Background: an optimization exercise with open tools, aiming at small area and a short achievable clock period. Do not read the settings as production practice. In this exercise RTL edits were held to simulation tests only and were not proved equivalent to the original.

==> flow/design.v, too long to show whole: its modules and the start of the top module <==
// module EdgeRasterizer_add16: 28 lines
// module EdgeRasterizer: 940 lines
module EdgeRasterizer(clock,
						in_sig_start_new_triangle,
						in_sig_get_boundary_coords,
						in_sig_form_edges,
						in_sig_pixel_loop_setup,
						in_sig_rasterize_pixels,
						in_v0_screen_x, in_v0_screen_y,
						in_v1_screen_x, in_v1_screen_y,
						in_v2_screen_x, in_v2_screen_y,
						in_v0_depth, in_v1_depth, in_v2_depth,
						in_color,
						out_sig_rasterize_write_pixel,
						out_sig_rasterize_done,
						out_pixel_x, out_pixel_y,
						out_pixel_depth,
						out_pixel_color);
  // ...
==> flow/run.sh <==
#!/bin/bash
# synth_recipe.tcl (not shown) runs the flow's synth.tcl, then flattens the netlist and writes it again
# the make line also repeats each setting of config.mk as NAME=value (left out here)
make -C /OpenROAD-flow-scripts/flow DESIGN_CONFIG=/design/flow/config.mk WORK_HOME=/design/flow/orfs CLKGATE_MAP_FILE= SYNTH_SCRIPT=/design/flow/synth_recipe.tcl finish
==> flow/config.mk <==
export PLATFORM = sky130hd
export DESIGN_NAME = EdgeRasterizer
export DESIGN_NICKNAME = EdgeRasterizer
export VERILOG_FILES = /design/flow/design.v
export SDC_FILE = /design/flow/constraint.sdc
export NUM_CORES = 4
export LEC_CHECK = 0
export CAP_MARGIN = 20
export CORE_MARGIN = 2
export CORE_UTILIZATION = 40
export SLEW_MARGIN = 20
==> flow/constraint.sdc <==
create_clock -name core_clock -period 28.0 [get_ports {clock}]
set_input_delay 5.6000 -clock core_clock [delete_from_list [all_inputs] [get_ports {clock}]]
set_output_delay 5.6000 -clock core_clock [all_outputs]
set_load 0.01 [all_outputs]
==> reports/summary.txt, run 1 <==
Met3 usage - 0.0409
Input/output buffers - 175
Drt pass-1 iters - 8
Final setup vio count - 0
Hold Path Stages - 1
Largest cells by area after synthesis - edfxtp_1, fa_1, ha_1, xnor2_1, inv_1
Cts bufs inserted - 35
Initial Util - 0.403
Main synth FF type - edfxtp_1
CP bufs+invs - 2
Clkbuf count - 40
Multi-In Gates - 2620
Core Box Area - 78900 sq um
Outcome - timing/DRC/antenna clean
Slew of the pin with the lowest slew margin - 1.09 ns
CP startpoint - in_sig_pixel_loop_setup[0]
Crit path DAT - 8.24 ns
Via density - 5.75
Cells after Synth - 3473
Seq cells - 279
Post-CTS setup buffer count - 0
Final instance area - 35700 sq um
Post-Synthesis Cell Area - 31800 sq um
Worst Hold Class - reg -> reg
Clock buf/inv share - 0.0329
Clock skew - 0.0264 ns
Max frequency - 124 MHz
Area grow syn2layout - 12.4%
Number of gates resized after CTS - 0
==> run 2: changes to the inputs <==
--- a/flow/design.v
+++ b/flow/design.v
@@ -71,17 +71,17 @@
 			ph_b <= bd;
 			ph_c <= fe;
 			setup_bc <= bd | fe;
 		end
 	end
 	reg [15:0] r0, r1, r2, r3, r4, r5;
 	reg [1:0] dep0, dep1, dep2;
 	reg [15:0] color;
-	reg [15:0] max_x;		 
+	reg [15:0] max_x;
 	reg [15:0] x, y;
 	reg [15:0] area;
 	reg [15:0] e1, e2;
 	reg [15:0] rs1, rs2;	 
 	reg [8:0] p1l, p2l;	 
 	reg j1, j2;
 	reg nsel, nincx, nincy;	 
 	reg natx, naty;		 
@@ -104,28 +104,16 @@
 	wire iy0 = y01 & y02, iy1 = y10 & y12;		 
 	wire kx0 = x10 & x20, kx1 = x01 & x21;		 
 	wire ky0 = y10 & y20, ky1 = y01 & y21;		 
 	wire [15:0] mnx = ix0 ? vx0 : ix1 ? vx1 : vx2;
 	wire [15:0] mny = iy0 ? vy0 : iy1 ? vy1 : vy2;
 	wire [15:0] mxx = kx0 ? vx0 : kx1 ? vx1 : vx2;
 	wire [15:0] mxy = ky0 ? vy0 : ky1 ? vy1 : vy2;
 	wire [15:0] xj = iy0 ? vx0 : iy1 ? vx1 : vx2;
-	wire [15:0] mxx_z, mxy_z;	 
-	assign mxx_z[0] = 1'b1;
-	assign mxy_z[0] = 1'b1;
-	genvar gi;
-	generate
-		for (gi = 1; gi < 16; gi = gi + 1) begin : dec
-			assign mxx_z[gi] = ~|max_x[gi - 1:0];
-			assign mxy_z[gi] = ~|r5[gi - 1:0];
-		end
-	endgenerate
-	wire [15:0] mxx_m1 = max_x ^ mxx_z;
-	wire [15:0] mxy_m1 = r5 ^ mxy_z;
 	wire [15:0] p1 = {r0[15:9], p1l};
 	wire [15:0] p2 = {r1[15:9], p2l};
 	wire [15:0] q1 = e1;
 	wire [15:0] q2 = e2;
 	wire m1t_p1 = p1[0] & q1[0];
 	wire m1t_p2 = p1[1] & q1[0];
 	wire m1t_p3 = p1[2] & q1[0];
 	wire m1t_p4 = p1[3] & q1[0];
@@ -889,16 +877,19 @@
 	wire [8:0] t1 = s1v[8:0] + c1v[8:0];
 	wire [8:0] t2 = s2v[8:0] + c2v[8:0];
 	wire [10:0] dsum = {2'b00, t1} + {2'b00, t2} + {2'b00, dep0, 1'b1, 6'd0};
 	wire [1:0] dq = (dsum[10:9] != 2'b00) ? 2'b11 : dsum[8:7];
 	wire [15:0] xi = x + {15'd0, nincx};
 	wire [15:0] yi = y + {15'd0, nincy};
 	wire [15:0] nx = nsel ? r4 : xi;
 	wire atx = natx;
+	wire [15:0] nxn = ~nx, yin = ~yi;
+	wire nx1_max = (max_x ^ nxn) == {max_x[14:0] | nxn[14:0], 1'b0};
+	wire yi1_max = (r5 ^ yin) == {r5[14:0] | yin[14:0], 1'b0};
 	wire aty = naty;
 	wire [15:0] ea1 = setup_bc ? f1s : atx ? rs1 : e1;
 	wire [15:0] eb1 = setup_bc ? {f1c[14:0], 1'b0} : atx ? r2 : r0;
 	wire [15:0] ea2 = setup_bc ? f2s : atx ? rs2 : e2;
 	wire [15:0] eb2 = setup_bc ? {f2c[14:0], 1'b0} : atx ? r3 : r1;
 	wire [15:0] e1n = ea1 + eb1;
 	wire [15:0] e2n = ea2 + eb2;
 	wire hold = atx & aty;
@@ -912,53 +903,51 @@
 			dep2 <= in_v2_depth;
 			color <= in_color;
 		end
 		if (st | bd) begin
 			r0 <= st ? in_v0_screen_x : a1;
 			r1 <= st ? in_v0_screen_y : a2;
 			r2 <= bd ? b1 : in_v1_screen_x;
 			r3 <= bd ? b2 : in_v1_screen_y;
+			r5 <= bd ? mxy : in_v2_screen_y;
 		end
-		if (st | bd | ls)
-			r5 <= st ? in_v2_screen_y : ph_a ? mxy : mxy_m1;	 
-		if (bd | ls)
-			max_x <= ph_a ? mxx : mxx_m1;	 
-		if (ls)
-			w0 <= x == max_x;
-		if (st | bd | fe)
-			r4 <= st ? in_v2_screen_x : ph_a ? xj : x;
-		if (bd) begin
+		if (ph_a) begin
+			max_x <= mxx;
 			j1 <= iy1;
 			j2 <= ~iy0 & ~iy1;
 		end
-		if (bd | rs) begin
+		if (ph_c) begin
+			w0 <= x == max_x;
+			area <= area_c;
+		end
+		if (st | bd | fe)
+			r4 <= st ? in_v2_screen_x : ph_a ? xj : x;
+		if (ph_a | rs) begin
 			x <= ph_a ? mnx : nx;
 			y <= ph_a ? mny : yi;
 		end
-		if (ls)
-			area <= area_c;
-		if (bd | ls) begin
+		if (ph_a | ls) begin
 			p1l <= ph_a ? a1[8:0] : m1v;
 			p2l <= ph_a ? a2[8:0] : m2v;
 		end
-		if (bd | fe | ls | (rs & ~hold)) begin
+		if (ph_a | fe | ls | (rs & ~hold)) begin
 			e1 <= ph_a ? b2 : ph_b ? xd : e1n;
 			e2 <= ph_a ? b1 : ph_b ? xd : e2n;
 		end
-		if (fe | ls | (rs & wrap)) begin
+		if (ph_b | ls | (rs & wrap)) begin
 			rs1 <= e1n;
 			rs2 <= e2n;
 		end
 		if (ls | rs) begin
 			nsel <= ~ph_c & wrap;
 			nincx <= ~ph_c & ~atx;
 			nincy <= ~ph_c & wrap;
-			natx <= ph_c ? x == max_x : hold | (wrap ? w0 : nx == max_x);
-			naty <= ph_c ? y == r5 : wrap ? yi == r5 : naty;
+			natx <= ph_c ? x == max_x : hold | (wrap ? w0 : nx1_max);
+			naty <= ph_c ? y == r5 : wrap ? yi1_max : naty;
 		end
 		od <= dq;
 		wr <= rs & in_tri;
 		dn <= rs & hold;
 	end
 	assign out_sig_rasterize_write_pixel = wr;
 	assign out_sig_rasterize_done = dn;
 	assign out_pixel_x = x;
==> reports/summary.txt, run 2 <==
Post-CTS setup buffer count - 0 (unchanged)
Layout cells sized above 1 - 0.0427 (was 0.0415)
Routed WL - 107 mm (was 115 mm)
Worst path cell trace - clkdlybuf4s50_1 (was clkdlybuf4s50_1 -> buf_4 -> or2_2 -> o21ai_0 -> nand2b_1)
Cts bufs inserted - 37 (was 35)
Hold Path Stages - 1 (unchanged)
Clk Latency, worst-skew pair - 0.59 ns (was 0.58 ns)
Yosys warnings - 2 (unchanged)
Drt first-iter violations - 2805 (was 2972)
Top cells by count, synth - inv_1, nand2_1, edfxtp_1, ha_1, fa_1 (unchanged)
Crit path DAT - 1.83 ns (was 8.24 ns)
Yosys reg bits - 279 (unchanged)
Highest-count cells in the layout ignoring fill and taps - inv_1, nand2_1, edfxtp_1 (unchanged)
Post-Place Cells - 4501 (was 4579)
GP Congestion - 0.934 (was 0.967)
Slew of the pin with the lowest slew margin - 1.13 ns (was 1.09 ns)
Rel. slew slack - 0.249 (was 0.263)
CP peak stage delay - 0.63 ns (was 0.89 ns)
Final setup vio count - 0 (unchanged)
Crit path capture type - output pin (was flop)
H-tree level count - 2 (unchanged)
Filler cells - 7683 (was 7679)
TritonCTS clock tree - built (unchanged)
CP max FO - 10 (was 35)
Num rows - 103 (unchanged)
WS Path Type - reg -> out (was in -> reg)
Die X-Extent - 285 um (was 286 um)
Vias in the first global route - 25208 (was 26093)
HPWL after detailed placement - 84.3 mm (was 90.3 mm)
Final hold slack - 0.579 ns (was 0.546 ns)
Total of max-cap violations - 0 (unchanged)
Crit path time final - 7.43 ns (was 8.06 ns)
Syn nets - 4024 (was 4095)
Final core utilization - 0.452 (was 0.453)
Synth cell types - 87 (was 79)
Number of flops mapped to enable cells by yosys - 275 (unchanged)
Initial Util - 0.401 (was 0.403)
Largest cells by area after synthesis - edfxtp_1, fa_1, ha_1, xnor2_1, mux2i_1 (was edfxtp_1, fa_1, ha_1, xnor2_1, inv_1)
Core Box Area - 78600 sq um (was 78900 sq um)
Start of the worst register-to-register path - e1[2]$_DFFE_PP_ (was r0[12]$_DFFE_PP_)
Most frequent cell after synthesis - inv_1 (unchanged)
Die area - 81200 sq um (was 81700 sq um)
Hold path startpoint - e1[15]$_DFFE_PP_ (was e2[15]$_DFFE_PP_)
Synth Area per Inst - 9.34 sq um (was 9.15 sq um)
DR vias - 25505 (was 26683)
R2R Setup Slk - 20.80 ns (was 20.95 ns)
Worst-path clk slew - 0.05 ns (was 0.06 ns)
Antenna Nets Post-Route - 0 (unchanged)
Drt pass-1 iters - 6 (was 8)
Post-synth ARST share - 0 (unchanged)
Io pins - 176 (unchanged)
Input/output buffers - 175 (unchanged)
Cell Count, Final, Fillers Out - 4565 (was 4642)
Largest net degree at the start of global routing - 94 (was 69)
CTS sink count - 279 (unchanged)
Final Slew Violations - 0 (unchanged)
Diodes inserted - 0 (unchanged)
Worst r2r dst - e1[15]$_DFFE_PP_ (unchanged)
Worst-case clock buffer depth - 3 (unchanged)
Outcome - timing/DRC/antenna clean (unchanged)
R2R depth - 21 (unchanged)
Worst Hold Class - reg -> reg (unchanged)
DR DRC count - 0 (unchanged)
Final Cycle Share - 0.265 (was 0.288)
First-pass GRT wire length - 162 mm (was 171 mm)
Worst hold path endpoint - wr$_DFF_P_ (unchanged)
Top cell type by total area after synthesis - edfxtp_1 (unchanged)
CP bufs+invs - 1 (was 2)
Crit path launch type - flop (was input port)
Worst Path Required - 22.40 ns (was 28.18 ns)
Yosys top cell area share - 0.262 (was 0.260)
GR Overflow Total - 0 (unchanged)
Routed len/inst - 23.5 um (was 24.8 um)
CTS Hold Bufs - 0 (unchanged)
Number of gates resized after CTS - 0 (unchanged)
Crit path max-delay family - buffers and inverters (was simple AND/OR/NAND/NOR gates)
Die H - 285 um (was 286 um)
Post-Synthesis Cell Area - 31600 sq um (was 31800 sq um)
All-layer global routing usage - 0.264 (was 0.280)
Cells after Synth - 3380 (was 3473)
Setup TNS - 0 ns (unchanged)
Main synth FF type - edfxtp_1 (unchanged)
Clk root buf - clkbuf_16 (unchanged)
Clock skew - 0.0356 ns (was 0.0264 ns)
Sequential-to-total area share from yosys stat - 0.264 (was 0.262)
Max frequency - 135 MHz (was 124 MHz)
Initial antenna violation count - 1 (was 4)
Via density - 5.59 (was 5.75)
CP max-delay cell - clkdlybuf4s50_1 (was or2_2)
Fin nets - 4134 (was 4188)
Most common cell after layout, fill and taps aside - inv_1 (unchanged)
Final Hold Fails - 0 (unchanged)
RSZ-0062 raised after global routing - no (unchanged)
Area grow syn2layout - 12.5% (was 12.4%)
[run 2: logic make-up (layout without fill, tap and decap cells)]
group,count (synthesis),count (layout),share of synthesized area
AND/OR/NAND/NOR,986,986,0.154
AO/OA/AOI/OAI,602,602,0.121
buffers and inverters,560,695,0.0671
adder cells (fa/ha/maj),521,521,0.265
flip-flops,279,279,0.264
XOR/XNOR,243,243,0.0677
multiplexers,189,189,0.0609
[run 2: how the worst max path moves through the flow]
| stage | from | end | slack [ns] | cells past startpoint |
|---|---|---|---|---|
| floorplan | in_sig_start_new_triangle[0] | ph_a$_DFFE_PP_ | 20.18 | 4 |
| global placement | in_sig_get_boundary_coords[0] | r4[13]$_DFFE_PP_ | 20.04 | 4 |
| detailed placement | in_sig_get_boundary_coords[0] | r4[12]$_DFFE_PP_ | 20.00 | 4 |
| CTS | x[2]$_DFFE_PP_ | out_pixel_x[2] | 20.54 | 1 |
| global route | e1[2]$_DFFE_PP_ | e1[15]$_DFFE_PP_ | 20.35 | 21 |
| finish | x[2]$_DFFE_PP_ | out_pixel_x[2] | 20.57 | 1 |
[run 2: worst reg2reg max path, stage by stage (launching register included)]
cell	delay (ns)
edfxtp_1	0.83
inv_1	0.36
nor2_1	0.21
fa_1	0.45
fa_1	0.56
inv_1	0.06
fa_1	0.52
fa_1	0.53
fa_1	0.52
fa_1	0.52
fa_1	0.44
xor2_1	0.19
xnor2_1	0.22
xnor2_1	0.12
xnor2_1	0.22
xnor2_1	0.16
xnor2_1	0.11
or4_1	0.39
a31oi_1	0.20
xnor2_1	0.18
nand2_1	0.09
a21oi_1	0.17
[run 2: cell type report]
class / count / area [sq um] / area share
Clock buffer: 50 / 996 / 0.0281
Clock inverter: 14 / 129 / 0.00363
Timing Repair Buffer: 211 / 2010 / 0.0567
Sequential cell: 279 / 8340 / 0.235
Multi-Input combinational cell: 2541 / 21100 / 0.595
Inverter: 420 / 1580 / 0.0444
Tap cell: 1050 / 1310 / 0.0370
[run 2: per-stage QoR]
stage / worst slack, ns / instance area [sq um]
6_report: 20.57 / 35500
5_1_grt: 20.35 / 35500
4_1_cts: 20.54 / 35500
3_5_place_dp: 20.00 / 34400
3_3_place_gp: 20.04 / 34400
2_1_floorplan: 20.18 / 31600
[run 2: per-layer routing]
metal	vias to the layer above	part of all wire	GRT usage
li1	11754	-	-
met1	12411	0.43	0.367
met2	1159	0.45	0.419
met3	179	0.078	0.0366
met4	2	0.042	0.101
met5	-	0.000093	0
==> run 3: changes to the inputs <==
--- a/flow/config.mk
+++ b/flow/config.mk
@@ -8,4 +8,4 @@
 export CAP_MARGIN = 20
 export CORE_MARGIN = 2
 export CORE_UTILIZATION = 40
-export SLEW_MARGIN = 20
+export SLEW_MARGIN = 45
==> reports/summary.txt, run 3 <==
Total of max-cap violations - 0 (unchanged)
Post-Synth Simple-Gate Area - 0.154 (unchanged)
Largest net degree at the start of global routing - 94 (unchanged)
CTS Hold Bufs - 0 (unchanged)
Place WS - 19.98 ns (was 20.00 ns)
Cts bufs inserted - 37 (unchanged)
Cell Count, Final, Fillers Out - 4570 (was 4565)
Final setup vio count - 0 (unchanged)
Final Slew Violations - 0 (unchanged)
Drt pass-1 iters - 6 (unchanged)
Io pins - 176 (unchanged)
CP peak stage delay - 0.63 ns (about the same)
Worst-path clk slew - 0.06 ns (was 0.05 ns)
Syn nets - 4024 (unchanged)
Die H - 285 um (unchanged)
Top cell type by total area after synthesis - edfxtp_1 (unchanged)
Hold Path Stages - 1 (unchanged)
Worst hold path endpoint - wr$_DFF_P_ (unchanged)
R2R depth - 21 (unchanged)
Multi-input logic area - 21200 sq um (was 21100 sq um)
Max frequency - 135 MHz (about the same)
Via density - 5.55 (was 5.59)
Fin nets - 4136 (was 4134)
Yosys top cell area share - 0.262 (unchanged)
Crit path DAT - 1.83 ns (about the same)
Die X-Extent - 285 um (unchanged)
Final Cycle Share - 0.265 (about the same)
Most frequent cell after synthesis - inv_1 (unchanged)
Layout cells sized above 1 - 0.0449 (was 0.0427)
Synth Area per Inst - 9.34 sq um (unchanged)
Routed WL - 107 mm (about the same)
RSZ-0062 raised after global routing - no (unchanged)
Hold path startpoint - e2[15]$_DFFE_PP_ (was e1[15]$_DFFE_PP_)
Main synth FF type - edfxtp_1 (unchanged)
Routed len/inst - 23.4 um (was 23.5 um)
H-tree level count - 2 (unchanged)
Post-Place Cells - 4503 (was 4501)
CP max-delay cell - clkdlybuf4s50_1 (unchanged)
WS Path Type - reg -> out (unchanged)
Xor and xnor area share after synthesis - 0.0677 (unchanged)
GP Congestion - 0.934 (unchanged)
Setup TNS - 0 ns (unchanged)
Final Hold Fails - 0 (unchanged)
Initial Util - 0.401 (unchanged)
Filler cells - 7681 (was 7683)
TritonCTS clock tree - built (unchanged)
Diodes inserted - 0 (unchanged)
Post-CTS setup buffer count - 0 (unchanged)
CTS sink count - 279 (unchanged)
GR Overflow Total - 0 (unchanged)
Synth Area in Adders - 0.265 (unchanged)
Synth cell types - 87 (unchanged)
Crit path capture type - output pin (unchanged)
Area grow syn2layout - 12.7% (was 12.5%)
DR vias - 25368 (was 25505)
Post-Synthesis Cell Area - 31600 sq um (unchanged)
Number of gates resized after CTS - 0 (unchanged)
Top cells by count, synth - inv_1, nand2_1, edfxtp_1, ha_1, fa_1 (unchanged)
Start of the worst register-to-register path - e1[2]$_DFFE_PP_ (unchanged)
Yosys reg bits - 279 (unchanged)
Crit path launch type - flop (unchanged)
R2R Setup Slk - 20.75 ns (was 20.80 ns)
Input/output buffers - 175 (unchanged)
Post-synthesis mux area share - 0.0609 (unchanged)
Final hold slack - 0.569 ns (was 0.579 ns)
Largest cells by area after synthesis - edfxtp_1, fa_1, ha_1, xnor2_1, mux2i_1 (unchanged)
All-layer global routing usage - 0.263 (was 0.264)
Clock skew - 0.0402 ns (was 0.0356 ns)
Drt first-iter violations - 2860 (was 2805)
Compound-gate portion of the synthesized area - 0.121 (unchanged)
Slew of the pin with the lowest slew margin - 0.831 ns (was 1.13 ns)
Sequential-to-total area share from yosys stat - 0.264 (unchanged)
Most common cell after layout, fill and taps aside - inv_1 (unchanged)
Largest family of logic cells by synthesized area - adder cells (unchanged)
Core Box Area - 78600 sq um (unchanged)
Die area - 81200 sq um (unchanged)
HPWL after detailed placement - 84.2 mm (was 84.3 mm)
Post-synth ARST share - 0 (unchanged)
Cells after Synth - 3380 (unchanged)
Clk root buf - clkbuf_16 (unchanged)
Worst path cell trace - clkdlybuf4s50_1 (unchanged)
Number of flops mapped to enable cells by yosys - 275 (unchanged)
CP max FO - 10 (unchanged)
Highest-count cells in the layout ignoring fill and taps - inv_1, nand2_1, edfxtp_1 (unchanged)
Outcome - timing/DRC/antenna clean (unchanged)
Worst-case clock buffer depth - 3 (unchanged)
Crit path time final - 7.43 ns (about the same)
Initial antenna violation count - 1 (unchanged)
Clk Latency, worst-skew pair - 0.58 ns (was 0.59 ns)
Rel. slew slack - 0.446 (was 0.249)
CP bufs+invs - 1 (unchanged)
Worst Path Required - 22.40 ns (about the same)
Num rows - 103 (unchanged)
Yosys warnings - 2 (unchanged)
Crit path max-delay family - buffers and inverters (unchanged)
Vias in the first global route - 25320 (was 25208)
DR DRC count - 0 (unchanged)
Reg area - 8340 sq um (unchanged)
First-pass GRT wire length - 161 mm (was 162 mm)
Antenna Nets Post-Route - 0 (unchanged)
Worst Hold Class - reg -> reg (unchanged)
CP startpoint - x[2]$_DFFE_PP_ (unchanged)
Fin worst setup slack - 20.57 ns (about the same)
Worst r2r dst - e1[15]$_DFFE_PP_ (unchanged)
## run 3: cell counts after synthesis
No cell type changed its count.
## run 3: worst max path at each step
| stage | slack (ns) | cells after the start | end |
|---|---|---|---|
| finish | 20.57 | 1 | out_pixel_x[2] |
| global route | 20.28 | 21 | e1[15]$_DFFE_PP_ |
| CTS | 20.55 | 1 | out_pixel_x[2] |
| detailed placement | 19.98 | 4 | r4[12]$_DFFE_PP_ |
| global placement | 20.04 | 4 | r4[13]$_DFFE_PP_ |
| floorplan | 20.18 | 4 | ph_a$_DFFE_PP_ |
## run 3: area by class of cell
type	count	area share
multi-input cells	2541	0.595
flip-flops and latches	279	0.234
repair buffers	213	0.0574
inverters	420	0.0443
well taps	1050	0.0369
clock buffers	49	0.0279
clock inverters	18	0.00415
## run 3: logic make-up (layout without fill, tap and decap cells)
group | after synthesis | after routing
muxes | 189 | 189
adders and majority gates | 521 | 521
buffers and inverters | 560 | 700
xor gates and xnor gates | 243 | 243
and+or+nand+nor | 986 | 986
AOI/OAI and AO/OA | 602 | 602
DFF | 279 | 279
## run 3: per-stage QoR
stage	instance area, sq um	util
finish	35600	0.452
global route	35600	0.452
CTS	35600	0.452
detailed placement	34400	0.438
global placement	34400	0.437
floorplan	31600	-
## run 3: metal layers
metal / track usage / up-vias / wire, um
li1: - / 11774 / -
met1: 0.368 / 12307 / 46700
met2: 0.420 / 1119 / 48400
met3: 0.0306 / 168 / 7550
met4: 0.0937 / 0 / 4230
met5: 0 / - / 0
